From an optimization exercise on the open Yosys and OpenROAD flow, aimed at small area, a short achievable clock period and few clock cycles; shortcuts taken in it are not production practice. Function was checked by simulation only, so behaviour that the tests miss may differ from the original. Power is estimated from default activity; no workload was simulated.

## flow/flow/run.sh

```bash
#!/bin/bash
# Standard layout, with the smallest buffer on the ports (buffer_ports
# otherwise picks clkdlybuf4s50_1); timing repair still sizes them up where
# needed. Each tool writes its own log under orfs/logs; make's output goes
# to flow_make.log.
set -euo pipefail
export BUFFER_PORTS_ARGS="-buffer_cell sky130_fd_sc_hd__buf_1"
bash standard.sh > flow_make.log 2>&1
```

## flow/standard.sh

```bash
#!/bin/bash
# synth_recipe.tcl (not shown) runs the flow's synth.tcl, then flattens the netlist and writes it again
# the make line also repeats each setting of config.mk as NAME=value (left out here)
make -C /OpenROAD-flow-scripts/flow DESIGN_CONFIG=/design/flow/config.mk WORK_HOME=/design/flow/orfs CLKGATE_MAP_FILE= SYNTH_SCRIPT=/design/flow/synth_recipe.tcl "${@:-finish}"
```

## flow/config.mk

```make
export PLATFORM = sky130hd
export DESIGN_NAME = user_proj_sdram
export DESIGN_NICKNAME = user_proj_sdram
export VERILOG_FILES = /design/flow/design.v
export SDC_FILE = /design/flow/constraint.sdc
export NUM_CORES = 4
export LEC_CHECK = 0
export ABC_AREA = 0
export ABC_CLOCK_PERIOD_IN_PS = 1000
export CAP_MARGIN = 20
export CORE_MARGIN = 2
export CORE_UTILIZATION = 40
export SETUP_SLACK_MARGIN = 1.5
export SLEW_MARGIN = 20
```

## flow/constraint.sdc

```tcl
create_clock -name core_clock -period 4.5 [get_ports {wb_clk_i}]
set_input_delay 0.9000 -clock core_clock [delete_from_list [all_inputs] [get_ports {wb_clk_i}]]
set_output_delay 0.9000 -clock core_clock [all_outputs]
set_load 0.01 [all_outputs]
```

## flow/design.v

```verilog
`default_nettype none
module sdram_controller (
    input  wire        clk,
    input  wire        rst,
    input  wire        req,
    input  wire        we,
    input  wire [3:0]  sel,
    input  wire [22:0] adr,
    input  wire [31:0] dat_i,
    output wire        ack,
    output wire [31:0] dat_o,
    output wire        sdram_cke,
    output wire        sdram_cs_n,
    output wire        sdram_ras_n,
    output wire        sdram_cas_n,
    output wire        sdram_we_n,
    output wire [3:0]  sdram_dqm,
    output wire [1:0]  sdram_ba,
    output wire [12:0] sdram_a,
    input  wire [31:0] sdram_dqi,
    output wire [31:0] sdram_dqo
);
    localparam [3:0] CMD_NOP       = 4'b0111;
    localparam [3:0] CMD_ACTIVE    = 4'b0011;
    localparam [3:0] CMD_READ      = 4'b0101;
    localparam [3:0] CMD_WRITE     = 4'b0100;
    localparam [3:0] CMD_PRECHARGE = 4'b0010;
    localparam [3:0] CMD_REFRESH   = 4'b0001;
    localparam [9:0] REF_AT = 10'd760;
    reg  [3:0]  cmd_q;
    reg  [1:0]  ba_q;
    reg  [12:0] a_q;
    reg  [3:0]  open_q;
    reg  [10:0] row_q [0:3];
    reg  [2:0]  tl_q;            
    reg  [1:0]  lb_q;            
    reg  [9:0]  rcnt_q;          
    reg         rreq_q;
    reg         av_q, bv_q;
    reg  [11:0] atag_q, btag_q;
    reg         rpend_q;                    
    reg         eon_q;
    reg  [11:0] p0_q, p1_q;                 
    reg  [5:0]  d0_q, d1_q;                 
    reg  [11:0] h1n_q;                      
    reg  [9:0]  h2n_q;                      
    reg         hseq_q;                     
    reg  [1:0]  hcnt_q;
    integer i;
    wire rd = req & ~we;
    wire wr = req & we;
    wire [1:0]  xb = adr[13:12];
    wire [10:0] xr = {adr[1:0], adr[22:14]};
    wire [1:0]  pb = p0_q[11:10];
    wire last_act = (cmd_q == CMD_ACTIVE);
    wire last_pre = (cmd_q == CMD_PRECHARGE);
    wire pins_free = (cmd_q == CMD_NOP) | (cmd_q == CMD_READ);
    reg [3:0] rw_ok, wr_ok, pre_ok, act_ok, row_hit_x;
    reg       all_pre_ok, ref_ok;
    always @* begin
        all_pre_ok = 1'b1;
        ref_ok = ~last_pre & ~(|open_q);
        for (i = 0; i < 4; i = i + 1) begin
            rw_ok[i]  = open_q[i] & ((lb_q != i) | (tl_q >= 3'd2));
            wr_ok[i]  = open_q[i] & ((lb_q != i) | (tl_q >= 3'd3));
            pre_ok[i] = (tl_q == 3'd5);
            act_ok[i] = ~last_pre & ~last_act & (|rcnt_q[9:3]);
            row_hit_x[i] = (row_q[i] == xr);
            if (open_q[i] && tl_q != 3'd5)
                all_pre_ok = 1'b0;
        end
    end
    wire x_rowok = open_q[xb] & row_hit_x[xb];
    wire hit_b   = bv_q & (adr[13:2] == btag_q) & row_hit_x[xb];
    wire       col_eq = (adr[11:2] == btag_q[9:0]);
    reg  [3:0] ack_b;
    always @* begin
        for (i = 0; i < 4; i = i + 1)
            ack_b[i] = (xb == i) & row_hit_x[i] &
                       ((rd & col_eq & bv_q & (btag_q[11:10] == i)) |
                        (wr & wr_ok[i] & ~rreq_q & pins_free));
    end
    wire x_go    = rw_ok[xb] & row_hit_x[xb] & ~rreq_q;
    wire w_go    = wr_ok[xb] & row_hit_x[xb] & ~rreq_q & pins_free;
    wire w_sel   = wr & pins_free;    
    wire p_go    = eon_q & rw_ok[pb] & ~rreq_q;
    wire wr_acc = wr & w_go;
    wire rd_ack = rd & hit_b;
    wire miss   = rd & ~hit_b & ~rpend_q;
    assign ack = |ack_b;
    assign dat_o = sdram_dqi;
    reg  [3:0]  cmd_d;
    reg  [1:0]  ba_d;
    reg  [12:0] a_d;
    reg         do_act, do_pre, do_pre_all, do_ref, dir_rd, spec_rd;
    always @* begin
        cmd_d = CMD_NOP;
        ba_d = xb;
        a_d = {3'b000, adr[11:2]};
        do_act = 1'b0;
        do_pre = 1'b0;
        do_pre_all = 1'b0;
        do_ref = 1'b0;
        dir_rd = 1'b0;
        spec_rd = 1'b0;
        if (rreq_q) begin
            a_d[10] = 1'b1;
            if (|open_q) begin
                if (all_pre_ok) begin
                    cmd_d = CMD_PRECHARGE;
                    do_pre_all = 1'b1;
                end
            end else if (ref_ok) begin
                cmd_d = CMD_REFRESH;
                do_ref = 1'b1;
            end
        end else if (wr | miss) begin
            if (x_rowok) begin
                if (rd & x_go) begin
                    cmd_d = CMD_READ;
                    dir_rd = 1'b1;
                end
            end else if (open_q[xb]) begin
                if (pre_ok[xb]) begin
                    cmd_d = CMD_PRECHARGE;
                    do_pre = 1'b1;
                end
            end else if (act_ok[xb]) begin
                cmd_d = CMD_ACTIVE;
                a_d = {2'b00, xr};
                do_act = 1'b1;
            end
        end else if (p_go) begin
            cmd_d = CMD_READ;
            ba_d = pb;
            a_d = {3'b000, p0_q[9:0]};
            spec_rd = 1'b1;
        end
    end
    assign sdram_cke = 1'b1;
    assign sdram_cs_n  = cmd_q[3];
    assign sdram_ras_n = w_sel | cmd_q[2];
    assign sdram_cas_n = w_sel ? ~w_go : cmd_q[1];
    assign sdram_we_n  = w_sel ? ~w_go : cmd_q[0];
    assign sdram_ba = w_sel ? xb : ba_q;
    assign sdram_a = w_sel ? {3'b000, adr[11:2]} : a_q;
    assign sdram_dqo = dat_i;
    assign sdram_dqm = ~sel;
    wire        dual = (hcnt_q == 2'd3) & hseq_q & (adr[11:2] != h1n_q[9:0]);
    wire [5:0]  t_dx = adr[7:2] - h2n_q[5:0] + 6'd1;
    wire [9:0]  t_2x = {adr[10:2], 1'b1} - h2n_q;   
    wire [11:0] t_p0 = dual ? h1n_q : {adr[13:12], adr[11:2] + 10'd1};
    wire [11:0] t_p1 = {adr[13:12], dual ? t_2x : adr[11:2] + 10'd2};
    wire [5:0]  t_d0 = dual ? 6'd1 : 6'd2;
    wire [5:0]  t_d1 = dual ? t_dx[5:0] : 6'd2;
    always @(posedge clk) begin
        if (rst) begin
            cmd_q <= CMD_NOP;
            open_q <= 4'd0;
            tl_q <= 3'd5;
            rcnt_q <= 10'd0;
            rreq_q <= 1'b0;
            av_q <= 1'b0;
            bv_q <= 1'b0;
            rpend_q <= 1'b0;
            eon_q <= 1'b0;
            hcnt_q <= 2'd0;
        end else begin
            cmd_q <= cmd_d;
            if (tl_q != 3'd5) tl_q <= tl_q + 3'd1;
            if (do_act) begin
                open_q[xb] <= 1'b1;
                tl_q <= 3'd1;
                lb_q <= xb;
            end
            if (do_pre)
                open_q[xb] <= 1'b0;
            if (do_pre_all)
                open_q <= 4'd0;
            if (do_ref) begin
                rcnt_q <= 10'd0;
                rreq_q <= 1'b0;
            end else begin
                rcnt_q <= rcnt_q + 10'd1;
                if (rcnt_q == REF_AT)
                    rreq_q <= 1'b1;
            end
            av_q <= (cmd_q == CMD_READ) & ~w_sel;
            bv_q <= av_q & ~wr_acc;
            rpend_q <= (rpend_q | dir_rd) & ~rd_ack & ~wr_acc;
            if (wr_acc) begin
                eon_q <= 1'b0;
                hcnt_q <= 2'd0;
            end else if (dir_rd)
                eon_q <= 1'b1;
            if (rd_ack && hcnt_q != 2'd3)
                hcnt_q <= hcnt_q + 2'd1;
        end
        ba_q <= ba_d;
        a_q <= a_d;
        if (do_act)
            row_q[xb] <= xr;
        atag_q <= {ba_q, a_q[9:0]};
        btag_q <= atag_q;
        if (dir_rd) begin
            p0_q <= t_p0;
            p1_q <= t_p1;
            d0_q <= t_d0;
            d1_q <= t_d1;
        end else if (spec_rd) begin
            p0_q <= p1_q;
            p1_q <= {p0_q[11:10], p0_q[9:0] + {4'd0, d0_q}};
            d0_q <= d1_q;
            d1_q <= d0_q;
        end
        if (rd_ack) begin
            h1n_q <= {adr[13:12], adr[11:2] + 10'd1};
            h2n_q <= h1n_q[9:0];
            hseq_q <= (adr[11:2] == h2n_q);
        end
    end
endmodule
`default_nettype wire
`default_nettype none
module user_proj_sdram (
    input  wire        wb_clk_i,
    input  wire        wb_rst_i,
    input  wire        wbs_stb_i,
    input  wire        wbs_cyc_i,
    input  wire        wbs_we_i,
    input  wire [3:0]  wbs_sel_i,
    input  wire [31:0] wbs_dat_i,
    input  wire [31:0] wbs_adr_i,
    output wire        wbs_ack_o,
    output wire [31:0] wbs_dat_o,
    output wire        sdram_cke,
    output wire        sdram_cs_n,
    output wire        sdram_ras_n,
    output wire        sdram_cas_n,
    output wire        sdram_we_n,
    output wire [3:0]  sdram_dqm,
    output wire [1:0]  sdram_ba,
    output wire [12:0] sdram_a,
    input  wire [31:0] sdram_dqi,
    output wire [31:0] sdram_dqo
);
    sdram_controller u_ctrl (
        .clk      (wb_clk_i),
        .rst      (wb_rst_i),
        .req      (wbs_stb_i & wbs_cyc_i),
        .we       (wbs_we_i),
        .sel      (wbs_sel_i),
        .adr      (wbs_adr_i[22:0]),
        .dat_i    (wbs_dat_i),
        .ack      (wbs_ack_o),
        .dat_o    (wbs_dat_o),
        .sdram_cke(sdram_cke),
        .sdram_cs_n(sdram_cs_n),
        .sdram_ras_n(sdram_ras_n),
        .sdram_cas_n(sdram_cas_n),
        .sdram_we_n(sdram_we_n),
        .sdram_dqm(sdram_dqm),
        .sdram_ba (sdram_ba),
        .sdram_a  (sdram_a),
        .sdram_dqi(sdram_dqi),
        .sdram_dqo(sdram_dqo)
    );
endmodule
`default_nettype wire
```

==> results of run 1 <==
==> logic make-up (layout without fill, tap and decap cells) <==
| family | after synthesis | in the layout | share of synthesized area [%] |
|---|---|---|---|
| buf+inv | 153 | 170 | 9.50 |
| flops | 169 | 169 | 48.7 |
| other cells | 2 | 4 | 0.0824 |
| xor+xnor | 108 | 108 | 10.4 |
| fa+ha+maj | 35 | 35 | 5.05 |
| simple gates | 220 | 220 | 11.8 |
| compound gates | 135 | 135 | 9.85 |
| mux | 35 | 35 | 4.64 |
==> power breakdown <==
group	switching [mW]	internal [mW]	total [mW]
combinational	0.185	0.145	0.330
sequential	0.0254	1.67	1.69
clock	0.722	0.809	1.53
==> critical path, stage by stage <==
cell	delay, ns
buf_6	0.12
xnor2_2	0.11
nand4_1	0.16
nor4_4	0.36
nand4_1	0.16
o21ai_1	0.20
a21oi_2	0.09
o41ai_2	0.38
buf_2	0.21
==> worst min-delay path by stage <==
stage | from | to | cells after the start
after floorplan | u_ctrl.atag_q[0] | u_ctrl.btag_q[0] | 0
after global placement | u_ctrl.atag_q[0] | u_ctrl.btag_q[0] | 0
after detailed placement | u_ctrl.atag_q[10] | u_ctrl.btag_q[10] | 0
after CTS | u_ctrl.atag_q[10] | u_ctrl.btag_q[10] | 0
after global routing | u_ctrl.atag_q[3] | u_ctrl.btag_q[3] | 0
final | u_ctrl.atag_q[3] | u_ctrl.btag_q[3] | 0
==> routing by layer <==
layer / routed length, microns / GRT usage, %
met1: 9700 / 24.3
met2: 9130 / 26.0
met3: 894 / 3.45
met4: 426 / 6.48
met5: 0 / 0
==> cell type report <==
class | instances | area [sq um]
fill | 2047 | 12000
sequential | 169 | 4440
multi-input combinational | 537 | 4190
timing repair buffer | 97 | 732
clock buffer | 17 | 425
tap | 285 | 357
clock inverter | 15 | 188
inverter | 41 | 154
==> repair_timing <==
item,in CTS,in global routing
pin swaps,17,11
resized for setup,64,27
setup endpoints to repair,164,95
setup buffers,8,7
==> placed cells by master (no fill, tap or decap), drive strengths merged, types with 10 or more instances in the layout <==
| cell | count |
|---|---|
| nand4 | 17 |
| inv | 52 |
| buf | 92 |
| o21ai | 40 |
| xnor2 | 78 |
| nor3 | 16 |
| mux2 | 18 |
| nor2 | 58 |
| ha | 32 |
| nand3 | 22 |
| a21oi | 24 |
| dfxtp | 64 |
| nand2 | 56 |
| clkbuf | 22 |
| xor2 | 30 |
| edfxtp | 105 |
| o21a | 10 |
| mux2i | 13 |
==> sequential cells by signal, indices dropped and copies added (netlist names), 4 cells and up <==
name / cells
u_ctrl.row_q: 44
u_ctrl.atag_q: 12
u_ctrl.btag_q: 12
u_ctrl.h1n_q: 12
u_ctrl.p0_q: 12
u_ctrl.p1_q: 12
u_ctrl.a_q: 11
u_ctrl.h2n_q: 10
u_ctrl.rcnt_q: 10
u_ctrl.d0_q: 6
u_ctrl.d1_q: 6
u_ctrl.open_q: 4
==> impl_metrics.env, run 1 <==
export IMPL_place_inst=1114
export IMPL_crit_end="wbs_ack_o"
export IMPL_fin_cells=1161
export IMPL_netlist_area_sq_mm=0.00911
export IMPL_finalSetupViolCount=0
export IMPL_die_x_microns=155
export IMPL_hold_path_class="reg2reg"
export IMPL_postSynthAreaPerCell_sq_um=10.6
export IMPL_cts_sinks=169
export IMPL_synth_common_cells="105 x edfxtp_1, 78 x xnor2_1, 68 x buf_4"
export IMPL_clk_latency_ns=0.44
export IMPL_syn2layout_area_growth_pct=15.1
export IMPL_critPathCaptureType="output pin"
export IMPL_gr_usage_all_layers_pct=17.2
export IMPL_reg2regPathDepth=10
export IMPL_vias=5975
export IMPL_fin_setup_tns_ns=0
export IMPL_finalPower_mw=3.55
export IMPL_path_max_fanout=6
export IMPL_vias_per_cell=5.15
export IMPL_num_io_pins=194
export IMPL_postCtsHoldBufs=0
export IMPL_grt_overflow=0
export IMPL_crit_arrival_ns=2.68
export IMPL_drc=0
export IMPL_finalMaxSlewViolations=0
export IMPL_ys_flop_type="edfxtp_1"
export IMPL_min_period_over_period_pct=79.6
export IMPL_layout_drive_gt1_share_pct=19.9
export IMPL_drt_iter0_markers=331
export IMPL_p_per_area_mw_per_mm2=339
export IMPL_ys_seq_area_share_pct=48.7
export IMPL_period_needed_ns=3.58
export IMPL_relSlewSlack_pct=58.4
export IMPL_async_reset_ff_share_pct=0
export IMPL_rsz0062_at_grt="yes"
export IMPL_antenna_found_initial=0
export IMPL_diodes=0
export IMPL_routed_wl_microns=20200
export IMPL_fin_ws_ns=0.918
export IMPL_tightest_slew_ns=0.624
export IMPL_r2r_end="u_ctrl.open_q[3]"
export IMPL_cts_made_buffers=17
export IMPL_core_area_sq_mm=0.0225
export IMPL_grt_max_degree=59
export IMPL_place_congestion=0.866
export IMPL_die_h_microns=155
export IMPL_start_util_pct=40.5
export IMPL_synth_seq_cells=169
export IMPL_yosysTopAreaCell="edfxtp_1"
export IMPL_hold_viol=0
export IMPL_cts_root_buffer_cell="clkbuf_16"
export IMPL_required_ns=3.60
export IMPL_synthCells=857
export IMPL_hold_ws_ns=0.328
export IMPL_cts_tree="yes"
export IMPL_path_clk_slew_ns=0.08
export IMPL_critPathKind="in2out"
export IMPL_yosysWarnings=1
export IMPL_status="no timing/DRC/antenna violations"
export IMPL_max_cap_violations=0
export IMPL_ctsLongestPathBuffers=2
export IMPL_regToRegStartpoint="u_ctrl.row_q[3][1]"
export IMPL_firstDrtPassIters=5
export IMPL_fp_dieArea_sq_mm=0.0240
export IMPL_reg2reg_setup_slack_ns=1.61
export IMPL_synth_top_cell_area_share_pct=34.6
export IMPL_design_area_sq_mm=0.0105
export IMPL_synth_area_leaders="edfxtp_1 35%, dfxtp_1 14%, xnor2_1 7.5%"
export IMPL_grt_pass1_wl_microns=31300
export IMPL_max_freq_mhz=279
export IMPL_portBuffers=52
export IMPL_htree_levels=4
export IMPL_synth_enable_flop_cells=105
export IMPL_place_ws_ns=0.531
export IMPL_final_core_util_pct=46.6
export IMPL_nets=1003
export IMPL_skew_ns=0.0151
export IMPL_place_area_sq_mm=0.00938
export IMPL_hpwl_microns=14500
export IMPL_p_leak_nw=3.88
export IMPL_critPathLaunch="wbs_adr_i[21]"
export IMPL_fp_row_count=55
export IMPL_yosysUniqueCellTypes=62
export IMPL_grt_pass1_vias=5657
export IMPL_synth_most_common_cell="edfxtp_1"
export IMPL_post_drt_wl_per_cell_microns=17.4
export IMPL_worst_setup_path_start_kind="primary input"
export IMPL_vdd_drop_max_uv=176
export IMPL_ant_nets=0
Testbench counts, summed over its fixed seeds: cycles 23,337.
==> run 2: changes to the inputs <==
--- a/flow/config.mk
+++ b/flow/config.mk
@@ -6,9 +6,8 @@
 export NUM_CORES = 4
 export LEC_CHECK = 0
-export ABC_AREA = 0
-export ABC_CLOCK_PERIOD_IN_PS = 1000
+export ABC_AREA = 1
 export CAP_MARGIN = 20
 export CORE_MARGIN = 2
 export CORE_UTILIZATION = 40
-export SETUP_SLACK_MARGIN = 1.5
+export SETUP_SLACK_MARGIN = 1.25
 export SLEW_MARGIN = 20
==> impl_metrics.env, run 2 <==
export IMPL_status="no timing/DRC/antenna violations"
export IMPL_worst_setup_path_start_kind="primary input"
export IMPL_max_cap_violations=0
export IMPL_synth_common_cells="312 x nand2_1, 119 x inv_1, 105 x edfxtp_1"
export IMPL_hold_path_class="reg2reg"
export IMPL_fin_ws_ns=1.27
export IMPL_largest_register_ffs=44
export IMPL_relSlewSlack_pct=41.1
export IMPL_crit_family="simple AND/OR/NAND/NOR gates"
export IMPL_crit_arrival_ns=2.33
export IMPL_layout_drive_gt1_share_pct=17.6
export IMPL_ctsLongestPathBuffers=2
export IMPL_place_ws_ns=0.698
export IMPL_hold_viol=0
export IMPL_hpwl_microns=17100
export IMPL_critPathCaptureType="output pin"
export IMPL_max_freq_mhz=310
export IMPL_ys_seq_area_share_pct=45.3
export IMPL_pwr_share_clk_pct=40.2
export IMPL_grt_max_degree=37
export IMPL_post_drt_wl_per_cell_microns=15.8
export IMPL_vias_per_cell=4.93
export IMPL_drc=0
export IMPL_critPathBufInv=3
export IMPL_min_period_over_period_pct=71.7
export IMPL_synth_most_common_cell="nand2_1"
export IMPL_power_frac_seq_pct=47.9
export IMPL_path_cells="buf_1 -> buf_6 -> xor2_2 -> nor3b_2 -> nand3_2 -> nor2_4 -> nand3_2 -> nor2_2 -> o21ai_1 -> nand4_1 -> buf_2"
export IMPL_clk_latency_ns=0.43
export IMPL_fp_row_count=57
export IMPL_cts_tree="yes"
export IMPL_fin_setup_tns_ns=0
export IMPL_vias=7470
export IMPL_yosysWarnings=1
export IMPL_slowest_stage="xor2_2"
export IMPL_yosysTopAreaCell="edfxtp_1"
export IMPL_combPwrFrac_pct=12.0
export IMPL_p_per_area_mw_per_mm2=324
export IMPL_seqCellArea_sq_mm=0.00444
export IMPL_place_congestion=0.911
export IMPL_gr_usage_all_layers_pct=18.9
export IMPL_hold_start="u_ctrl.atag_q[11]"
export IMPL_netlist_area_sq_mm=0.00979
export IMPL_tightest_slew_ns=0.883
export IMPL_routed_wl_microns=24000
export IMPL_min_path_cells=0
export IMPL_firstDrtPassIters=5
export IMPL_portBuffers=52
export IMPL_syn2layout_area_growth_pct=12.4
export IMPL_core_area_sq_mm=0.0242
export IMPL_regToRegStartpoint="u_ctrl.row_q[2][4]"
export IMPL_synth_enable_flop_cells=105
export IMPL_timing_critical_path_mode_cell="nand3_2"
export IMPL_cts_sinks=169
export IMPL_cpPeakStageDelay_ns=0.19
export IMPL_ys_flop_type="edfxtp_1"
export IMPL_die_x_microns=160
export IMPL_path_max_fanout=2
export IMPL_cts_root_buffer_cell="clkbuf_16"
export IMPL_finalMaxSlewViolations=0
export IMPL_internal_power_mw=2.63
export IMPL_synth_top_cell_area_share_pct=32.2
export IMPL_diodes=0
export IMPL_drt_iter0_markers=565
export IMPL_reg2reg_setup_slack_ns=1.67
export IMPL_grt_overflow=0
export IMPL_grt_pass1_wl_microns=37900
export IMPL_p_sw_uw=942
export IMPL_top_register="u_ctrl.row_q"
export IMPL_multi_input_area_sq_mm=0.00442
export IMPL_layout_common_cells="307 x nand2_1, 116 x inv_1, 105 x edfxtp_1, 80 x nor2_1, 62 x dfxtp_1"
export IMPL_layout_cells_most_common="nand2_1"
export IMPL_p_leak_nw=4.77
export IMPL_r2r_end="u_ctrl.p1_q[0]"
export IMPL_synth_area_leaders="edfxtp_1 32%, dfxtp_1 13%, nand2_1 12%"
export IMPL_postSynthAreaPerCell_sq_um=8.37
export IMPL_p_sw_share_pct=26.4
export IMPL_period_needed_ns=3.23
export IMPL_hold_ws_ns=0.326
export IMPL_antenna_found_initial=0
export IMPL_die_h_microns=160
export IMPL_worst_hold_path_endpoint="u_ctrl.btag_q[11]"
export IMPL_finalSetupViolCount=0
export IMPL_nets=1319
export IMPL_yosysUniqueCellTypes=50
export IMPL_skew_ns=0.0115
export IMPL_cts_made_buffers=17
export IMPL_async_reset_ff_share_pct=0
export IMPL_required_ns=3.60
export IMPL_grt_pass1_vias=7003
export IMPL_start_util_pct=40.5
export IMPL_reg2regPathDepth=15
export IMPL_critPathKind="in2out"
export IMPL_path_clk_slew_ns=0.07
export IMPL_htree_levels=4
export IMPL_ant_nets=0
export IMPL_synth_seq_cells=169
export IMPL_fill_cells=2330
export IMPL_rsz0062_at_grt="yes"
export IMPL_fp_dieArea_sq_mm=0.0257
export IMPL_vdd_drop_max_uv=201
export IMPL_num_io_pins=194
export IMPL_synthCells=1169
## run 2: worst register-to-register path, delay by kind of cell (launching register included)
family	cells	cell delay [ns]
xor+xnor	1	0.14
buf+inv	3	0.64
flops	1	0.41
simple gates	11	1.27
## run 2: power by group through the flow
stage | Combinational (mW) | Sequential, mW | Clock [mW]
5_1_grt | 0.475 | 1.71 | 1.53
4_1_cts | 0.400 | 1.71 | 1.47
6_report | 0.427 | 1.71 | 1.43
2_1_floorplan | 0.314 | 1.73 | 0
3_5_place_dp | 0.363 | 1.74 | 0
3_3_place_gp | 0.357 | 1.74 | 0
## run 2: worst max-delay path by stage
stage | slack, ns | startpoint | depth (start not counted) | endpoint
global route | 1.18 | wbs_adr_i[7] | 11 | wbs_ack_o
CTS | 1.23 | wbs_adr_i[4] | 10 | wbs_ack_o
finish | 1.27 | wbs_adr_i[7] | 11 | wbs_ack_o
global placement | 0.76 | wbs_adr_i[14] | 15 | u_ctrl.d0_q[3]
detailed placement | 0.70 | wbs_adr_i[14] | 15 | u_ctrl.d0_q[5]
floorplan | 1.46 | wbs_adr_i[1] | 14 | u_ctrl.d0_q[0]
## run 2: routing by layer
metal	global-route usage [%]	wire length, microns	vias up
li1	-	-	3740
met1	26.3	11300	3443
met2	29.2	10700	221
met3	3.59	1320	66
met4	7.29	662	0
met5	0	0	-
## run 2: final cells by class
| cell class | count | area share (%) |
|---|---|---|
| Timing Repair Buffer | 89 | 5.44 |
| Tap cell | 324 | 3.69 |
| Multi-Input combinational cell | 763 | 40.1 |
| Clock buffer | 20 | 4.36 |
| Sequential cell | 169 | 40.3 |
| Timing Repair inverter | 1 | 0.0682 |
| Clock inverter | 12 | 0.978 |
| Inverter | 138 | 4.99 |
## run 2: per-stage QoR
stage,util (%),power [mW],cells,area [sq um]
after floorplan,-,2.05,1171,9800
after global placement,40.5,2.10,1463,9800
after detailed placement,40.5,2.10,1463,9800
after CTS,44.4,3.58,1510,10700
after global routing,45.5,3.72,1516,11000
final,45.5,3.57,1516,11000
## run 2: cell families after synthesis
group,Yosys count,synth area share [%]
fa+ha+maj,35,4.70
simple gates,519,22.8
other cells,2,0.0767
flops,169,45.3
compound gates,137,8.21
xor+xnor,68,6.08
buf+inv,239,12.8
## run 2: timing repair
| action | in CTS | in global routing |
|---|---|---|
| setup buffers | 14 | 6 |
| endpoints found under the setup margin | 51 | 58 |
| pin swaps | 18 | 17 |
| gates cloned | 1 | 0 |
| hold buffers | 0 | 0 |
| gates resized for setup | 78 | 66 |
==> run 3: changes to the inputs <==
--- a/flow/config.mk
+++ b/flow/config.mk
@@ -10,4 +10,4 @@
 export CORE_MARGIN = 2
 export CORE_UTILIZATION = 40
-export SETUP_SLACK_MARGIN = 1.25
+export SETUP_SLACK_MARGIN = 0.8
 export SLEW_MARGIN = 20
==> impl_metrics.env, run 3 <==
export IMPL_status="no timing/DRC/antenna violations"
export IMPL_layout_common_cells="312 x nand2_1, 119 x inv_1, 105 x edfxtp_1, 95 x nor2_1"
export IMPL_clk_latency_ns=0.43
export IMPL_die_x_microns=160
export IMPL_max_cap_violations=0
export IMPL_firstDrtPassIters=5
export IMPL_cpPeakStageDelay_ns=0.26
export IMPL_fp_row_count=57
export IMPL_antenna_found_initial=0
export IMPL_core_area_sq_mm=0.0242
export IMPL_timing_critical_path_mode_cell="nor2_1"
export IMPL_ys_seq_area_share_pct=45.3
export IMPL_layout_drive_gt1_share_pct=9.31
export IMPL_ctsLongestPathBuffers=2
export IMPL_vdd_drop_max_uv=249
export IMPL_yosysWarnings=1
export IMPL_slowest_stage="nor2_1"
export IMPL_postSynthAreaPerCell_sq_um=8.37
export IMPL_rsz0062_at_grt="yes"
export IMPL_gr_usage_all_layers_pct=17.9
export IMPL_portBuffers=52
export IMPL_grt_pass1_vias=6744
export IMPL_fp_dieArea_sq_mm=0.0257
export IMPL_hpwl_microns=16600
export IMPL_cts_sinks=169
export IMPL_yosysTopAreaCell="edfxtp_1"
export IMPL_relSlewSlack_pct=40.9
export IMPL_diodes=0
export IMPL_crit_arrival_ns=2.68
export IMPL_drt_iter0_markers=732
export IMPL_netlist_area_sq_mm=0.00979
export IMPL_synth_seq_cells=169
export IMPL_die_h_microns=160
export IMPL_fin_setup_tns_ns=0
export IMPL_synth_top_cell_area_share_pct=32.2
export IMPL_ant_nets=0
export IMPL_p_per_area_mw_per_mm2=342
export IMPL_cts_tree="yes"
export IMPL_path_clk_slew_ns=0.07
export IMPL_crit_family="simple AND/OR/NAND/NOR gates"
export IMPL_yosysUniqueCellTypes=50
export IMPL_grt_pass1_wl_microns=35800
export IMPL_finalSetupViolCount=0
export IMPL_finalPower_mw=3.57
export IMPL_postCtsHoldBufs=0
export IMPL_max_freq_mhz=280
export IMPL_syn2layout_area_growth_pct=6.49
export IMPL_critPathCaptureType="output pin"
export IMPL_tightest_slew_ns=0.885
export IMPL_skew_ns=0.0122
export IMPL_layout_cells_most_common="nand2_1"
export IMPL_largest_register_ffs=44
export IMPL_grt_max_degree=37
export IMPL_vias=7249
export IMPL_htree_levels=4
export IMPL_synth_area_leaders="edfxtp_1 32%, dfxtp_1 13%, nand2_1 12%"
export IMPL_synth_most_common_cell="nand2_1"
export IMPL_cts_root_buffer_cell="clkbuf_16"
export IMPL_critPathBufInv=3
export IMPL_num_io_pins=194
export IMPL_top_register="u_ctrl.row_q"
export IMPL_min_period_over_period_pct=79.5
export IMPL_synth_enable_flop_cells=105
export IMPL_path_cells="buf_1 -> inv_2 -> nand2_1 -> nand2_1 -> nor2_1 -> and2_1 -> nand3_1 -> nor2_1 -> nand3_1 -> nor2_1 -> o21ai_0 -> nand4_1 -> buf_1"
export IMPL_drc=0
export IMPL_cts_made_buffers=17
export IMPL_ys_flop_type="edfxtp_1"
export IMPL_nets=1298
export IMPL_place_inst=1463
export IMPL_required_ns=3.60
export IMPL_grt_overflow=0
export IMPL_critPathKind="in2out"
export IMPL_start_util_pct=40.5
export IMPL_path_max_fanout=7
export IMPL_hold_path_class="reg2reg"
export IMPL_place_congestion=0.850
export IMPL_p_leak_nw=4.50
export IMPL_hold_viol=0
export IMPL_vias_per_cell=4.85
export IMPL_hold_ws_ns=0.323
export IMPL_post_drt_wl_per_cell_microns=14.9
export IMPL_finalMaxSlewViolations=0
export IMPL_synth_common_cells="312 x nand2_1, 119 x inv_1, 105 x edfxtp_1"
export IMPL_worst_setup_path_start_kind="primary input"
export IMPL_period_needed_ns=3.58
export IMPL_routed_wl_microns=22300
export IMPL_synthCells=1169
export IMPL_fin_cells=1495
export IMPL_async_reset_ff_share_pct=0
-- run 3: cell counts after synthesis --
Identical to the previous run, type by type.
-- run 3: per-layer routing --
metal / wire (microns) / track usage (%) / share of wire [%]
met4: 625 / 6.96 / 2.8
met2: 9760 / 27.1 / 44
met3: 1370 / 3.74 / 6.2
met5: 0 / 0 / 0
met1: 10500 / 25.0 / 47
-- run 3: final cells by class --
class                           instances  area (sq um)
Multi-Input combinational cell        763          4110
Clock buffer                           20           447
Inverter                              138           526
Sequential cell                       169          4430
Clock inverter                         12           155
Timing Repair Buffer                   69           349
Tap cell                              324           405
Fill cell                            2319         13800
-- run 3: cell families (layout without fill, tap and decap cells) --
group                      count (synthesis)  in the layout  synth area share (%)
AOI/OAI and AO/OA                        137            137                  8.21
xor gates and xnor gates                  68             68                  6.08
adders and majority gates                 35             35                  4.70
DFF                                      169            169                  45.3
other                                      2              4                0.0767
and+or+nand+nor                          519            519                  22.8
buffers and inverters                    239            239                  12.8
-- run 3: path summary, 6_finish.rpt --
path / endpoint / cells past startpoint / slack, ns / from
setup / recovery: wbs_ack_o / 13 / 0.92 / wbs_adr_i[5]
hold / removal: u_ctrl.btag_q[3] / 0 / 0.32 / u_ctrl.atag_q[3]
setup reg to reg: u_ctrl.d1_q[2] / 18 / 1.80 / u_ctrl.row_q[3][5]
hold reg to reg: u_ctrl.btag_q[3] / 0 / 0.32 / u_ctrl.atag_q[3]
-- run 3: worst reg2reg max path, delay by kind of cell (launching register included) --
family / cells / cell delay (ns)
flops: 1 / 0.40
simple gates: 15 / 1.78
buf+inv: 3 / 0.29
-- run 3: power breakdown --
group	internal, mW	leakage, nW	total, mW	switching (mW)
clock network	0.854	0.296	1.50	0.648
registers	1.68	1.47	1.70	0.0248
logic	0.123	2.73	0.363	0.240
total	2.66	4.50	3.57	0.912
-- run 3: through the flow --
step	util, %	cell area, sq um	setup WS [ns]
after floorplan	-	9800	1.13
after global placement	40.6	9810	0.903
after detailed placement	40.6	9810	0.881
after CTS	43.1	10400	0.876
after global routing	43.1	10400	0.788
final	43.1	10400	0.923
-- run 3: timing repair --
item | 4_1_cts | 5_1_grt
setup endpoints to repair | 0 | 4
resized for setup | 0 | 12
hold endpoints to repair | 0 | 0
buffers inserted | 0 | 0
==> run 4: changes to the inputs <==
--- a/flow/config.mk
+++ b/flow/config.mk
@@ -10,4 +10,4 @@
 export CORE_MARGIN = 2
 export CORE_UTILIZATION = 40
-export SETUP_SLACK_MARGIN = 0.8
+export SETUP_SLACK_MARGIN = 1.1
 export SLEW_MARGIN = 20
==> impl_metrics.env, run 4 <==
export IMPL_status="no timing/DRC/antenna violations"
export IMPL_worst_setup_path_start_kind="primary input"
export IMPL_min_period_over_period_pct=74.1
export IMPL_postSynthAreaPerCell_sq_um=8.37
export IMPL_num_io_pins=194
export IMPL_layout_drive_gt1_share_pct=13.2
export IMPL_finalMaxSlewViolations=0
export IMPL_start_util_pct=40.5
export IMPL_synthCells=1169
export IMPL_grt_overflow=0
export IMPL_place_congestion=0.850
export IMPL_synth_area_leaders="edfxtp_1 32%, dfxtp_1 13%, nand2_1 12%"
export IMPL_path_max_fanout=12
export IMPL_layout_cells_most_common="nand2_1"
export IMPL_drc=0
export IMPL_die_h_microns=160
export IMPL_drt_iter0_markers=691
export IMPL_vias=7386
export IMPL_hold_path_class="reg2reg"
export IMPL_ys_seq_area_share_pct=45.3
export IMPL_fp_dieArea_sq_mm=0.0257
export IMPL_path_cells="buf_1 -> buf_6 -> xor2_1 -> nor3b_2 -> nand3_1 -> nor2_4 -> nand3_2 -> nor2_1 -> o21ai_0 -> nand4_1 -> buf_2"
export IMPL_reg2regPathDepth=17
export IMPL_place_area_sq_mm=0.00981
export IMPL_vdd_drop_max_uv=250
export IMPL_hpwl_microns=16600
export IMPL_async_reset_ff_share_pct=0
export IMPL_firstDrtPassIters=5
export IMPL_portBuffers=52
export IMPL_crit_arrival_ns=2.44
export IMPL_antenna_found_initial=0
export IMPL_synth_most_common_cell="nand2_1"
export IMPL_top_register="u_ctrl.row_q"
export IMPL_postCtsHoldBufs=0
export IMPL_cts_root_buffer_cell="clkbuf_16"
export IMPL_grt_pass1_wl_microns=36400
export IMPL_design_area_sq_mm=0.0107
export IMPL_rsz0062_at_grt="yes"
export IMPL_relSlewSlack_pct=40.0
export IMPL_max_freq_mhz=300
export IMPL_vias_per_cell=4.89
export IMPL_place_inst=1463
export IMPL_fin_cells=1509
export IMPL_nets=1312
export IMPL_finalSetupViolCount=0
export IMPL_gr_usage_all_layers_pct=18.2
export IMPL_clk_latency_ns=0.43
export IMPL_tightest_slew_ns=0.899
export IMPL_ant_nets=0
export IMPL_p_per_area_mw_per_mm2=337
export IMPL_period_needed_ns=3.34
export IMPL_synth_common_cells="312 x nand2_1, 119 x inv_1, 105 x edfxtp_1"
export IMPL_p_leak_nw=4.61
export IMPL_htree_levels=4
export IMPL_cts_tree="yes"
export IMPL_cts_sinks=169
export IMPL_grt_max_degree=37
export IMPL_yosysUniqueCellTypes=50
export IMPL_synth_top_cell_area_share_pct=32.2
export IMPL_fp_row_count=57
export IMPL_synth_enable_flop_cells=105
export IMPL_critPathCaptureType="output pin"
export IMPL_fin_setup_tns_ns=0
export IMPL_cpPeakStageDelay_ns=0.20
export IMPL_ys_flop_type="edfxtp_1"
export IMPL_synth_seq_cells=169
export IMPL_yosysTopAreaCell="edfxtp_1"
export IMPL_required_ns=3.60
export IMPL_post_drt_wl_per_cell_microns=15.3
export IMPL_hold_ws_ns=0.324
export IMPL_hold_viol=0
export IMPL_final_core_util_pct=44.2
export IMPL_fill_cells=2313
export IMPL_netlist_area_sq_mm=0.00979
export IMPL_diodes=0
export IMPL_layout_common_cells="312 x nand2_1, 115 x inv_1, 105 x edfxtp_1, 87 x nor2_1, 63 x dfxtp_1"
export IMPL_ctsLongestPathBuffers=2
export IMPL_slowest_stage="xor2_1"
export IMPL_path_clk_slew_ns=0.07
export IMPL_routed_wl_microns=23100
export IMPL_grt_pass1_vias=6820
export IMPL_critPathKind="in2out"
export IMPL_cts_made_buffers=17
export IMPL_yosysWarnings=1
export IMPL_core_area_sq_mm=0.0242
export IMPL_die_x_microns=160
export IMPL_syn2layout_area_growth_pct=9.27
export IMPL_skew_ns=0.0127
export IMPL_largest_register_ffs=44
export IMPL_max_cap_violations=0
export IMPL_min_path_cells=0
-- run 4: cell types whose count changed in the layout (fill, tap and decap cells not counted), sizes merged --
cell and change:
buf +22, clkbuf -9, clkinvlp +2, inv -1
-- run 4: metal layers --
metal	up-vias	global-route usage (%)	share of wire (%)	routed length, microns
met5	-	0	0	0
met4	0	7.13	2.7	627
met3	64	3.74	6.3	1460
met2	225	27.6	44	10200
met1	3372	25.5	47	10800
li1	3725	-	-	-
-- run 4: area by class of cell --
cell class	count	area, sq um	share of cell area [%]
Clock buffer	20	447	4.18
Clock inverter	12	155	1.45
Inverter	138	539	5.04
Multi-Input combinational cell	763	4240	39.6
Sequential cell	169	4440	41.5
Tap cell	324	405	3.79
Timing Repair Buffer	82	470	4.40
Timing Repair inverter	1	7.51	0.0702
-- run 4: kinds of logic (layout without fill, tap and decap cells) --
group,count (synthesis),in the layout,synth area share [%]
and+or+nand+nor,519,519,22.8
buffers and inverters,239,253,12.8
DFF,169,169,45.3
AOI/OAI and AO/OA,137,137,8.21
xor gates and xnor gates,68,68,6.08
adders and majority gates,35,35,4.70
other,2,4,0.0767
-- run 4: path summary, 6_finish.rpt --
kind                                    startpoint               end  slack (ns)
worst max-delay path                  wbs_adr_i[7]         wbs_ack_o        1.16
worst min-delay path              u_ctrl.atag_q[3]  u_ctrl.btag_q[3]        0.32
worst max register to register  u_ctrl.row_q[2][1]    u_ctrl.d1_q[2]        1.81
worst min register to register    u_ctrl.atag_q[3]  u_ctrl.btag_q[3]        0.32
-- run 4: repair_timing --
item,4_1_cts,5_1_grt
buffers inserted,4,9
pin swaps,1,15
gates resized for setup,24,42
endpoints found under the setup margin,8,15
gates cloned,1,0
hold endpoints to repair,0,0
-- run 4: through the flow --
stage	power, mW	setup slack [ns]
after floorplan	2.05	1.13
after global placement	2.09	0.903
after detailed placement	2.10	0.881
after CTS	3.61	1.06
after global routing	3.75	1.03
final	3.60	1.16
-- run 4: critical path: cells and delay by family --
| kind | cells | cell delay (ns) |
|---|---|---|
| AOI/OAI and AO/OA | 1 | 0.08 |
| xor gates and xnor gates | 1 | 0.20 |
| buffers and inverters | 3 | 0.39 |
| and+or+nand+nor | 6 | 0.86 |
-- run 4: where the power goes --
part	leakage, nW	switching [mW]	internal (mW)
Clock	0.296	0.648	0.854
Sequential	1.47	0.0258	1.68
Combinational	2.84	0.255	0.136
Total	4.61	0.929	2.67
==> run 5: changes to the inputs <==
--- a/flow/config.mk
+++ b/flow/config.mk
@@ -10,4 +10,4 @@
 export CORE_MARGIN = 2
 export CORE_UTILIZATION = 40
-export SETUP_SLACK_MARGIN = 1.1
+export SETUP_SLACK_MARGIN = 1.0
 export SLEW_MARGIN = 20
==> impl_metrics.env, run 5 <==
export IMPL_synth_most_common_cell="nand2_1"
export IMPL_antenna_found_initial=0
export IMPL_die_h_microns=160
export IMPL_synthCells=1169
export IMPL_fp_row_count=57
export IMPL_hold_start="u_ctrl.atag_q[3]"
export IMPL_yosysUniqueCellTypes=50
export IMPL_path_clk_slew_ns=0.07
export IMPL_start_util_pct=40.5
export IMPL_ys_seq_area_share_pct=45.3
export IMPL_yosysTopAreaCell="edfxtp_1"
export IMPL_grt_overflow=0
export IMPL_cts_made_buffers=17
export IMPL_finalPower_mw=3.58
export IMPL_async_reset_ff_share_pct=0
export IMPL_period_needed_ns=3.34
export IMPL_synth_common_cells="312 x nand2_1, 119 x inv_1, 105 x edfxtp_1"
export IMPL_cts_tree="yes"
export IMPL_place_inst=1463
export IMPL_worst_setup_path_start_kind="primary input"
export IMPL_required_ns=3.60
export IMPL_yosysWarnings=1
export IMPL_regToRegStartpoint="u_ctrl.row_q[3][5]"
export IMPL_top_register="u_ctrl.row_q"
export IMPL_firstDrtPassIters=5
export IMPL_ctsLongestPathBuffers=2
export IMPL_fin_setup_tns_ns=0
export IMPL_status="no timing/DRC/antenna violations"
export IMPL_min_period_over_period_pct=74.3
export IMPL_fp_dieArea_sq_mm=0.0257
export IMPL_synth_area_leaders="edfxtp_1 32%, dfxtp_1 13%, nand2_1 12%"
export IMPL_rsz0062_at_grt="no"
export IMPL_netlist_area_sq_mm=0.00979
export IMPL_finalSetupViolCount=0
export IMPL_postCtsHoldBufs=0
export IMPL_synth_enable_flop_cells=105
export IMPL_post_drt_wl_per_cell_microns=15.1
export IMPL_critPathCaptureType="output pin"
export IMPL_reg2reg_setup_slack_ns=1.82
export IMPL_p_leak_nw=4.55
export IMPL_gr_usage_all_layers_pct=17.9
export IMPL_die_x_microns=160
export IMPL_drc=0
export IMPL_routed_wl_microns=22700
export IMPL_critPathKind="in2out"
export IMPL_layout_common_cells="312 x nand2_1, 116 x inv_1, 105 x edfxtp_1, 90 x nor2_1, 64 x dfxtp_1"
export IMPL_clk_latency_ns=0.43
export IMPL_finalMaxSlewViolations=0
export IMPL_syn2layout_area_growth_pct=7.76
export IMPL_diodes=0
export IMPL_num_io_pins=194
export IMPL_critPathLaunch="wbs_adr_i[7]"
export IMPL_place_congestion=0.850
export IMPL_synth_seq_cells=169
export IMPL_ys_flop_type="edfxtp_1"
export IMPL_path_max_fanout=12
export IMPL_synth_top_cell_area_share_pct=32.2
export IMPL_hold_path_class="reg2reg"
export IMPL_htree_levels=4
export IMPL_fin_cells=1502
export IMPL_ant_nets=0
export IMPL_max_freq_mhz=299
export IMPL_hold_viol=0
export IMPL_portBuffers=52
export IMPL_drt_iter0_markers=773
export IMPL_max_cap_violations=0
export IMPL_vias_per_cell=4.88
export IMPL_skew_ns=0.0120
export IMPL_largest_register_ffs=44
export IMPL_grt_max_degree=37
export IMPL_relSlewSlack_pct=40.0
export IMPL_grt_pass1_wl_microns=35800
export IMPL_nets=1305
export IMPL_vdd_drop_max_uv=248
export IMPL_cts_root_buffer_cell="clkbuf_16"
export IMPL_p_per_area_mw_per_mm2=339
export IMPL_postSynthAreaPerCell_sq_um=8.37
export IMPL_tightest_slew_ns=0.900
export IMPL_grt_pass1_vias=6744
export IMPL_crit_arrival_ns=2.44
export IMPL_core_area_sq_mm=0.0242
export IMPL_cts_sinks=169
export IMPL_vias=7334
export IMPL_hold_ws_ns=0.323
export IMPL_hpwl_microns=16600
export IMPL_layout_drive_gt1_share_pct=11.5
export IMPL_layout_cells_most_common="nand2_1"
==> run 5: cell counts after synthesis <==
Identical to the previous run, type by type.
==> run 5: area by class of cell <==
type	count	area, sq um
Clock inverter	12	155
Timing Repair Buffer	75	405
Clock buffer	20	447
Multi-Input combinational cell	763	4170
Fill cell	2321	13600
Tap cell	324	405
Sequential cell	169	4430
Timing Repair inverter	1	7.51
Inverter	138	529
==> run 5: final timing paths <==
check                                         to  cells past startpoint
worst max-delay path                   wbs_ack_o                     11
worst min-delay path            u_ctrl.btag_q[3]                      0
worst max register to register    u_ctrl.d1_q[2]                     19
worst min register to register  u_ctrl.btag_q[3]                      0
==> run 5: timing repair <==
action	CTS	global route
setup buffers	0	6
resized for setup	11	26
endpoints found under the setup margin	5	13
gates cloned	0	1
pin swaps	0	5
==> run 5: report_power, final <==
group          switching [mW]  total, mW  internal [mW]
clock network           0.648       1.50          0.855
registers              0.0250       1.70           1.68
logic                   0.245      0.374          0.129
==> run 5: critical path: stages <==
cell and delay, ns:
buf_1 0.07, buf_4 0.18, xor2_1 0.19, nor3b_1 0.19, nand3_1 0.14, nor2_4 0.15
nand3_1 0.10, nor2_1 0.11, o21ai_0 0.08, nand4_1 0.15, clkbuf_2 0.16
==> run 5: stage by stage <==
stage          setup WS, ns  instance area [sq um]  utilization, %
2_1_floorplan          1.13                   9800               -
3_3_place_gp          0.903                   9810            40.6
3_5_place_dp          0.881                   9810            40.6
4_1_cts               0.997                  10400            43.1
5_1_grt               0.997                  10500            43.6
6_report               1.16                  10500            43.6
==> run 5: cell families (layout without fill, tap and decap cells) <==
| kind of cell | after synthesis | after routing | share of synthesized area [%] |
|---|---|---|---|
| xor gates and xnor gates | 68 | 68 | 6.08 |
| AOI/OAI and AO/OA | 137 | 137 | 8.21 |
| and+or+nand+nor | 519 | 519 | 22.8 |
| buffers and inverters | 239 | 246 | 12.8 |
| DFF | 169 | 169 | 45.3 |
| adders and majority gates | 35 | 35 | 4.70 |
| other | 2 | 4 | 0.0767 |
==> run 5: per-layer routing <==
layer	vias to the layer above	track usage [%]	share of wire, %
li1	3714	-	-
met3	65	3.74	6.5
met5	-	0	0
met1	3336	25.0	47
met4	0	6.96	2.8
met2	219	27.1	44
==> run 6: changes to the inputs <==
--- a/flow/design.v
+++ b/flow/design.v
@@ -34,4 +34,5 @@
     reg  [10:0] row_q [0:3];
     reg  [2:0]  tl_q;            
+    reg         wlast_q;         
     reg  [1:0]  lb_q;            
     reg  [9:0]  rcnt_q;          
@@ -64,8 +65,8 @@
             rw_ok[i]  = open_q[i] & ((lb_q != i) | (tl_q >= 3'd2));
             wr_ok[i]  = open_q[i] & ((lb_q != i) | (tl_q >= 3'd3));
-            pre_ok[i] = (tl_q == 3'd5);
+            pre_ok[i] = (tl_q >= 3'd5);
             act_ok[i] = ~last_pre & ~last_act & (|rcnt_q[9:3]);
             row_hit_x[i] = (row_q[i] == xr);
-            if (open_q[i] && tl_q != 3'd5)
+            if (open_q[i] && tl_q < 3'd5)
                 all_pre_ok = 1'b0;
         end
@@ -85,4 +86,6 @@
     wire w_sel   = wr & pins_free;    
     wire p_go    = eon_q & rw_ok[pb] & ~rreq_q;
+    wire c_go    = req & open_q[xb] & ~row_hit_x[xb] & (tl_q == 3'd6) & ~wlast_q &
+                   ~rreq_q & pins_free;
     wire wr_acc = wr & w_go;
     wire rd_ack = rd & hit_b;
@@ -115,4 +118,5 @@
                 do_ref = 1'b1;
             end
+        end else if (c_go) begin
         end else if (wr | miss) begin
             if (x_rowok) begin
@@ -140,9 +144,9 @@
     assign sdram_cke = 1'b1;
     assign sdram_cs_n  = cmd_q[3];
-    assign sdram_ras_n = w_sel | cmd_q[2];
-    assign sdram_cas_n = w_sel ? ~w_go : cmd_q[1];
-    assign sdram_we_n  = w_sel ? ~w_go : cmd_q[0];
-    assign sdram_ba = w_sel ? xb : ba_q;
-    assign sdram_a = w_sel ? {3'b000, adr[11:2]} : a_q;
+    assign sdram_ras_n = ~c_go & (w_sel | cmd_q[2]);
+    assign sdram_cas_n = c_go | (w_sel ? ~w_go : cmd_q[1]);
+    assign sdram_we_n  = ~c_go & (w_sel ? ~w_go : cmd_q[0]);
+    assign sdram_ba = (w_sel | c_go) ? xb : ba_q;
+    assign sdram_a = w_sel ? {3'b000, adr[11:2]} : {a_q[12:11], a_q[10] & ~c_go, a_q[9:0]};
     assign sdram_dqo = dat_i;
     assign sdram_dqm = ~sel;
@@ -158,5 +162,6 @@
             cmd_q <= CMD_NOP;
             open_q <= 4'd0;
-            tl_q <= 3'd5;
+            tl_q <= 3'd6;
+            wlast_q <= 1'b0;
             rcnt_q <= 10'd0;
             rreq_q <= 1'b0;
@@ -168,5 +173,6 @@
         end else begin
             cmd_q <= cmd_d;
-            if (tl_q != 3'd5) tl_q <= tl_q + 3'd1;
+            if (tl_q != 3'd6) tl_q <= tl_q + 3'd1;
+            wlast_q <= wr_acc;
             if (do_act) begin
                 open_q[xb] <= 1'b1;
@@ -174,5 +180,5 @@
                 lb_q <= xb;
             end
-            if (do_pre)
+            if (do_pre | c_go)
                 open_q[xb] <= 1'b0;
             if (do_pre_all)
@@ -186,5 +192,5 @@
                     rreq_q <= 1'b1;
             end
-            av_q <= (cmd_q == CMD_READ) & ~w_sel;
+            av_q <= (cmd_q == CMD_READ) & ~w_sel & ~c_go;
             bv_q <= av_q & ~wr_acc;
             rpend_q <= (rpend_q | dir_rd) & ~rd_ack & ~wr_acc;
--- a/flow/config.mk
+++ b/flow/config.mk
@@ -10,4 +10,4 @@
 export CORE_MARGIN = 2
 export CORE_UTILIZATION = 40
-export SETUP_SLACK_MARGIN = 1.0
+export SETUP_SLACK_MARGIN = 1.25
 export SLEW_MARGIN = 20
==> impl_metrics.env, run 6 <==
export IMPL_relSlewSlack_pct=61.8
export IMPL_ant_nets=0
export IMPL_rsz0062_at_grt="yes"
export IMPL_critPathKind="in2out"
export IMPL_place_area_sq_mm=0.00965
export IMPL_required_ns=3.60
export IMPL_core_area_sq_mm=0.0235
export IMPL_clk_latency_ns=0.43
export IMPL_largest_register_ffs=44
export IMPL_layout_drive_gt1_share_pct=23.0
export IMPL_reg2reg_setup_slack_ns=1.78
export IMPL_yosysUniqueCellTypes=47
export IMPL_ctsLongestPathBuffers=2
export IMPL_critPathBufInv=3
export IMPL_finalSetupViolCount=0
export IMPL_status="no timing/DRC/antenna violations"
export IMPL_vias=7310
export IMPL_vdd_drop_max_uv=245
export IMPL_crit_arrival_ns=2.52
export IMPL_ys_flop_type="edfxtp_1"
export IMPL_postSynthAreaPerCell_sq_um=8.74
export IMPL_path_cells="buf_1 -> buf_6 -> xor2_2 -> nor3b_2 -> nand4_1 -> nor3_4 -> nand3_1 -> o21ai_1 -> nand2_1 -> nand4_1 -> buf_2"
export IMPL_top_register="u_ctrl.row_q"
export IMPL_netlist_area_sq_mm=0.00963
export IMPL_fp_row_count=56
export IMPL_path_clk_slew_ns=0.07
export IMPL_period_needed_ns=3.42
export IMPL_layout_cells_most_common="nand2_1"
export IMPL_max_freq_mhz=292
export IMPL_fin_cells=1464
export IMPL_critPathLaunch="wbs_adr_i[11]"
export IMPL_cpPeakStageDelay_ns=0.25
export IMPL_synth_seq_cells=170
export IMPL_p_leak_nw=4.95
export IMPL_layout_common_cells="231 x nand2_1, 105 x edfxtp_1, 99 x inv_1, 62 x dfxtp_1, 58 x nor2_1"
export IMPL_regToRegStartpoint="u_ctrl.row_q[2][6]"
export IMPL_cts_sinks=170
export IMPL_diodes=0
export IMPL_htree_levels=4
export IMPL_crit_family="simple AND/OR/NAND/NOR gates"
export IMPL_yosysWarnings=1
export IMPL_muxShareOfSynthArea_pct=1.35
export IMPL_worst_setup_path_start_kind="primary input"
export IMPL_num_io_pins=194
export IMPL_grt_overflow=0
export IMPL_tightest_slew_ns=0.568
export IMPL_p_per_area_mw_per_mm2=333
export IMPL_reg2regPathDepth=14
export IMPL_place_congestion=0.858
export IMPL_async_reset_ff_share_pct=0
export IMPL_critPathCaptureType="output pin"
export IMPL_cts_tree="yes"
export IMPL_gr_usage_all_layers_pct=17.9
export IMPL_finalPower_mw=3.80
export IMPL_syn2layout_area_growth_pct=18.8
export IMPL_hold_ws_ns=0.328
export IMPL_place_inst=1392
export IMPL_firstDrtPassIters=5
export IMPL_portBuffers=52
export IMPL_fin_setup_tns_ns=0
export IMPL_timing_critical_path_mode_cell="nand4_1"
export IMPL_die_x_microns=159
export IMPL_grt_pass1_wl_microns=35600
export IMPL_vias_per_cell=4.99
export IMPL_synth_area_leaders="edfxtp_1 33%, dfxtp_1 14%, nand2_1 10%"
export IMPL_synth_xor_area_share_pct=6.73
export IMPL_antenna_found_initial=0
export IMPL_routed_wl_microns=23200
export IMPL_synth_top_cell_area_share_pct=32.8
export IMPL_grt_pass1_vias=6775
export IMPL_finalMaxSlewViolations=0
export IMPL_synth_common_cells="258 x nand2_1, 107 x inv_1, 105 x edfxtp_1"
export IMPL_crit_end="wbs_ack_o"
export IMPL_synth_most_common_cell="nand2_1"
export IMPL_crit_cells=11
export IMPL_path_max_fanout=4
export IMPL_cts_root_buffer_cell="clkbuf_16"
export IMPL_post_drt_wl_per_cell_microns=15.8
export IMPL_hpwl_microns=16200
export IMPL_die_h_microns=159
export IMPL_synthCells=1101
export IMPL_skew_ns=0.00784
export IMPL_hold_viol=0
export IMPL_yosysTopAreaCell="edfxtp_1"
export IMPL_ys_seq_area_share_pct=46.3
export IMPL_max_cap_violations=0
export IMPL_synthAdderAreaFrac_pct=4.78
export IMPL_multi_input_area_sq_mm=0.00444
export IMPL_slowest_stage="nand4_1"
export IMPL_nets=1272
export IMPL_grt_max_degree=44
export IMPL_fp_dieArea_sq_mm=0.0253
export IMPL_design_area_sq_mm=0.0114
export IMPL_drc=0
export IMPL_start_util_pct=40.9
export IMPL_drt_iter0_markers=505
export IMPL_cts_made_buffers=17
export IMPL_synth_compound_area_share_pct=7.75
export IMPL_yosys_area_share_simple_pct=20.5
export IMPL_hold_path_class="reg2reg"
export IMPL_synth_top_family_by_area="simple AND/OR/NAND/NOR gates"
export IMPL_fill_cells=2221
export IMPL_min_period_over_period_pct=76.0
export IMPL_seqCellArea_sq_mm=0.00446
export IMPL_r2r_end="u_ctrl.lb_q[0]"
export IMPL_synth_enable_flop_cells=105
export IMPL_postCtsHoldBufs=0
-- run 6: per-layer routing --
| metal | routed length, microns | track usage (%) | up-vias |
|---|---|---|---|
| met3 | 1010 | 2.76 | 53 |
| met4 | 632 | 8.10 | 0 |
| li1 | - | - | 3613 |
| met5 | 0 | 0 | - |
| met1 | 10300 | 23.0 | 3445 |
| met2 | 11200 | 29.8 | 199 |
-- run 6: logic make-up (layout without fill, tap and decap cells) --
| family | Yosys count | count (layout) |
|---|---|---|
| flops | 170 | 170 |
| fa+ha+maj | 35 | 35 |
| other cells | 2 | 4 |
| compound gates | 132 | 132 |
| simple gates | 453 | 453 |
| xor+xnor | 74 | 74 |
| mux | 13 | 13 |
| buf+inv | 222 | 264 |
-- run 6: worst register-to-register path, delay by kind of cell (launching register included) --
kind | cells | cell delay, ns
xor gates and xnor gates | 1 | 0.18
buffers and inverters | 3 | 0.36
DFF | 1 | 0.42
and+or+nand+nor | 10 | 1.46
-- run 6: where the power goes --
group          internal [mW]  total [mW]  switching, mW
registers               1.69        1.71         0.0235
clock network          0.998        1.67          0.668
logic                  0.180       0.427          0.247
-- run 6: how the worst min path moves through the flow --
stage               cells past startpoint        startpoint                to  slack, ns
global route                            0  u_ctrl.atag_q[1]  u_ctrl.btag_q[1]       0.33
finish                                  0  u_ctrl.atag_q[6]  u_ctrl.btag_q[6]       0.33
floorplan                               0  u_ctrl.atag_q[0]  u_ctrl.btag_q[0]       0.31
global placement                        0  u_ctrl.atag_q[2]  u_ctrl.btag_q[2]       0.31
detailed placement                      0  u_ctrl.atag_q[5]  u_ctrl.btag_q[5]       0.31
CTS                                     0  u_ctrl.atag_q[5]  u_ctrl.btag_q[5]       0.32
-- run 6: through the flow --
stage	setup WS (ns)	util (%)
after detailed placement	0.559	41.0
after CTS	0.967	45.7
after global placement	0.592	41.0
final	1.08	48.6
after global routing	0.982	48.6
after floorplan	1.28	-
-- run 6: cell type report --
class	count	area share, %
multi-input cells	711	38.8
clock buffers	17	3.72
clock inverters	15	2.09
inverters	121	4.51
well taps	319	3.49
repair inverters	2	0.131
repair buffers	109	8.23
flip-flops and latches	170	39.0
-- run 6: what timing repair did --
action                     in CTS  in global routing
gates cloned                    1                  6
resized for setup              97                128
hold endpoints to repair        0                  0
pin swaps                      35                 73
setup buffers                  15                 18
setup endpoints to repair      57                 57
Testbench counts of run 6, summed over its fixed seeds: cycles 22,467.
==> run 7: changes to the inputs <==
--- a/flow/config.mk
+++ b/flow/config.mk
@@ -10,4 +10,4 @@
 export CORE_MARGIN = 2
 export CORE_UTILIZATION = 40
-export SETUP_SLACK_MARGIN = 1.25
+export SETUP_SLACK_MARGIN = 0.9
 export SLEW_MARGIN = 20
==> impl_metrics.env, run 7 <==
export IMPL_fin_cells=1430
export IMPL_cpPeakStageDelay_ns=0.26
export IMPL_p_sw_uw=907
export IMPL_largest_register_ffs=44
export IMPL_path_cells="buf_1 -> nand2_1 -> nor2_1 -> inv_1 -> nor2_1 -> buf_4 -> clkinvlp_4 -> nand2_4 -> nor2_1 -> a21oi_2 -> clkbuf_2"
export IMPL_hpwl_microns=16100
export IMPL_synth_most_common_cell="nand2_1"
export IMPL_worst_setup_path_start_kind="primary input"
export IMPL_path_clk_slew_ns=0.06
export IMPL_layout_common_cells="257 x nand2_1, 105 x edfxtp_1, 102 x inv_1, 73 x nor2_1, 65 x dfxtp_1"
export IMPL_combPwrFrac_pct=9.8
export IMPL_post_drt_wl_per_cell_microns=15.2
export IMPL_fill_cells=2334
export IMPL_p_sw_share_pct=26.0
export IMPL_synth_area_leaders="edfxtp_1 33%, dfxtp_1 14%, nand2_1 10%"
export IMPL_pwr_share_clk_pct=41.2
export IMPL_layout_drive_gt1_share_pct=11.9
export IMPL_num_io_pins=194
export IMPL_p_leak_nw=4.45
export IMPL_critPathCaptureType="output pin"
export IMPL_rsz0062_at_grt="no"
export IMPL_async_reset_ff_share_pct=0
export IMPL_multi_input_area_sq_mm=0.00404
export IMPL_routed_wl_microns=21700
export IMPL_place_inst=1391
export IMPL_synth_compound_area_share_pct=7.75
export IMPL_antenna_found_initial=0
export IMPL_vias_per_cell=4.87
export IMPL_netlist_area_sq_mm=0.00963
export IMPL_grt_pass1_vias=6569
export IMPL_skew_ns=0.0113
export IMPL_ys_flop_type="edfxtp_1"
export IMPL_die_x_microns=159
export IMPL_postSynthAreaPerCell_sq_um=8.74
export IMPL_critPathKind="in2out"
export IMPL_cts_root_buffer_cell="clkbuf_16"
export IMPL_design_area_sq_mm=0.0104
export IMPL_hold_path_class="reg2reg"
export IMPL_synth_top_family_by_area="simple AND/OR/NAND/NOR gates"
export IMPL_htree_levels=4
export IMPL_vias=6960
export IMPL_start_util_pct=40.9
export IMPL_cts_tree="yes"
export IMPL_synth_seq_cells=170
export IMPL_core_area_sq_mm=0.0235
export IMPL_ant_nets=0
export IMPL_yosysWarnings=1
export IMPL_syn2layout_area_growth_pct=7.66
export IMPL_fin_setup_tns_ns=0
export IMPL_firstDrtPassIters=5
export IMPL_yosysTopAreaCell="edfxtp_1"
export IMPL_drc=0
export IMPL_top_register="u_ctrl.row_q"
export IMPL_synth_xor_area_share_pct=6.73
export IMPL_portBuffers=52
export IMPL_power_frac_seq_pct=49.0
export IMPL_synthAdderAreaFrac_pct=4.78
export IMPL_muxShareOfSynthArea_pct=1.35
export IMPL_status="no timing/DRC/antenna violations"
export IMPL_grt_overflow=0
export IMPL_yosysUniqueCellTypes=47
export IMPL_postCtsHoldBufs=0
export IMPL_synth_common_cells="258 x nand2_1, 107 x inv_1, 105 x edfxtp_1"
export IMPL_ys_seq_area_share_pct=46.3
export IMPL_period_needed_ns=3.46
export IMPL_yosys_area_share_simple_pct=20.5
export IMPL_slowest_stage="clkinvlp_4"
export IMPL_min_period_over_period_pct=77.0
export IMPL_hold_viol=0
export IMPL_required_ns=3.60
export IMPL_seqCellArea_sq_mm=0.00445
export IMPL_grt_max_degree=44
export IMPL_max_freq_mhz=289
export IMPL_p_per_area_mw_per_mm2=336
export IMPL_diodes=0
export IMPL_layout_cells_most_common="nand2_1"
export IMPL_fp_row_count=56
export IMPL_path_max_fanout=10
export IMPL_synthCells=1101
export IMPL_nets=1238
export IMPL_place_congestion=0.837
export IMPL_synth_enable_flop_cells=105
export IMPL_cts_sinks=170
export IMPL_die_h_microns=159
export IMPL_timing_critical_path_mode_cell="nor2_1"
export IMPL_drt_iter0_markers=491
export IMPL_grt_pass1_wl_microns=34500
export IMPL_place_area_sq_mm=0.00963
export IMPL_crit_arrival_ns=2.56
export IMPL_max_cap_violations=0
export IMPL_clk_latency_ns=0.43
export IMPL_ctsLongestPathBuffers=2
export IMPL_fp_dieArea_sq_mm=0.0253
export IMPL_internal_power_mw=2.58
export IMPL_vdd_drop_max_uv=246
export IMPL_relSlewSlack_pct=55.7
export IMPL_cts_made_buffers=17
export IMPL_finalMaxSlewViolations=0
export IMPL_gr_usage_all_layers_pct=17.3
export IMPL_synth_top_cell_area_share_pct=32.8
export IMPL_tightest_slew_ns=0.659
export IMPL_finalSetupViolCount=0
run 7: cell types whose count changed in the layout (fill, tap and decap cells not counted), moves of 5 or more:
cell       delta
bufinv_16     -5
buf_12        -8
xnor2_1      +26
xnor2_2      -26
nor2_1       +15
nand2_1      +26
buf_1        +11
buf_6         -6
nor2_2       -12
buf_4        -25
o21ai_0       +7
nand2_2      -23
run 7: kinds of logic (layout without fill, tap and decap cells):
| logic type | after synthesis | in the layout |
|---|---|---|
| AO/OA/AOI/OAI | 132 | 132 |
| XOR/XNOR | 74 | 74 |
| other | 2 | 4 |
| adder cells (fa/ha/maj) | 35 | 35 |
| multiplexers | 13 | 13 |
| flip-flops | 170 | 170 |
| buffers and inverters | 222 | 230 |
| AND/OR/NAND/NOR | 453 | 453 |
run 7: timing repair:
action / in CTS / in global routing
pin swaps: 2 / 4
gates resized for setup: 23 / 23
buffers inserted: 1 / 5
cloned: 0 / 1
setup endpoints to repair: 5 / 9
hold endpoints to repair: 0 / 0
run 7: worst paths after layout:
check / from / end / slack [ns] / cells after the start
max reg2reg: u_ctrl.row_q[3][5] / u_ctrl.d1_q[0] / 1.59 / 17
min: u_ctrl.atag_q[1] / u_ctrl.btag_q[1] / 0.33 / 0
min reg2reg: u_ctrl.atag_q[1] / u_ctrl.btag_q[1] / 0.33 / 0
max: wbs_stb_i / sdram_ba[1] / 1.04 / 11
run 7: through the flow:
step / hold slack (ns) / power (mW) / worst slack, ns / utilization, %
floorplan: 0.310 / 2.03 / 1.09 / -
global placement: 0.310 / 2.06 / 0.548 / 40.9
detailed placement: 0.312 / 2.07 / 0.524 / 40.9
CTS: 0.326 / 3.51 / 0.893 / 43.6
global route: 0.335 / 3.62 / 0.884 / 44.0
finish: 0.326 / 3.49 / 1.04 / 44.0
run 7: routing by layer:
metal  share of wire, %  up-vias  routed length [microns]  global-route usage, %
met5                  0        -                        0                      0
met4                1.6        0                      357                   5.58
met3                5.1       32                     1120                   3.52
met2                 47      170                    10200                   28.1
met1                 46     3238                    10100                   23.2
li1                   -     3520                        -                      -
run 7: cell type report:
cell class,count,area share [%]
clock buffer,20,4.52
tap,319,3.85
clock inverter,12,1.05
timing repair inverter,1,0.0724
inverter,121,4.54
multi-input combinational,711,39.0
sequential,170,43.0
timing repair buffer,76,4.02
run 7: worst max-delay path, delay by kind of cell:
kind,cells,cell delay [ns]
buffers and inverters,5,0.77
and+or+nand+nor,5,0.77
AOI/OAI and AO/OA,1,0.10
run 7: power groups by stage:
stage | clock [mW] | sequential, mW | combinational, mW
finish | 1.44 | 1.71 | 0.343
global route | 1.52 | 1.71 | 0.388
CTS | 1.46 | 1.71 | 0.338
detailed placement | 0 | 1.74 | 0.329
global placement | 0 | 1.74 | 0.324
floorplan | 0 | 1.74 | 0.296

afterwards: timing with drivers on the ports:
Ports are ideal in the flow. The routed layouts listed here were re-timed in OpenROAD.
Step 1 (the two cells are an assumption about what drives the block):
set clk [get_ports {wb_clk_i}]
set_driving_cell -lib_cell sky130_fd_sc_hd__clkbuf_16 $clk
set_driving_cell -lib_cell sky130_fd_sc_hd__buf_2 [delete_from_list [all_inputs] $clk]
Step 2 moves the port delays by t, midway between the first and last clock arrival at a register: inputs arrive t later, outputs are due t later. That takes back most of the time a late clock gives input paths.
Slacks: ideal ports / drivers / drivers and shift; pairs: ideal ports / drivers.
| run | shift t [ns] | setup WS [ns] | worst setup path at the end | worst register clock-pin slew, ns | worst slew at a driven data input, ns |
|---|---|---|---|---|---|
| run 1 | 0.485 | 0.918 / 0.888 / 0.888 | input to output | 0.08 / 0.08 | 0.07 |
| run 2 | 0.477 | 1.274 / 1.250 / 0.920 | input to register | 0.07 / 0.07 | 0.11 |
| run 3 | 0.467 | 0.923 / 0.894 / 0.894 | input to output | 0.07 / 0.07 | 0.09 |
| run 4 | 0.470 | 1.165 / 1.143 / 0.929 | input to register | 0.07 / 0.07 | 0.09 |
| run 5 | 0.466 | 1.157 / 1.136 / 0.961 | input to register | 0.07 / 0.07 | 0.09 |
| run 6 | 0.476 | 1.079 / 1.060 / 1.019 | input to register | 0.07 / 0.07 | 0.12 |
| run 7 | 0.466 | 1.036 / 1.009 / 0.836 | input to register | 0.07 / 0.07 | 0.07 |
After both steps setup and hold are still met in every run listed. The setup slack of run 2, which loses most, moves by -0.024 ns with the drivers and by -0.354 ns with both steps.
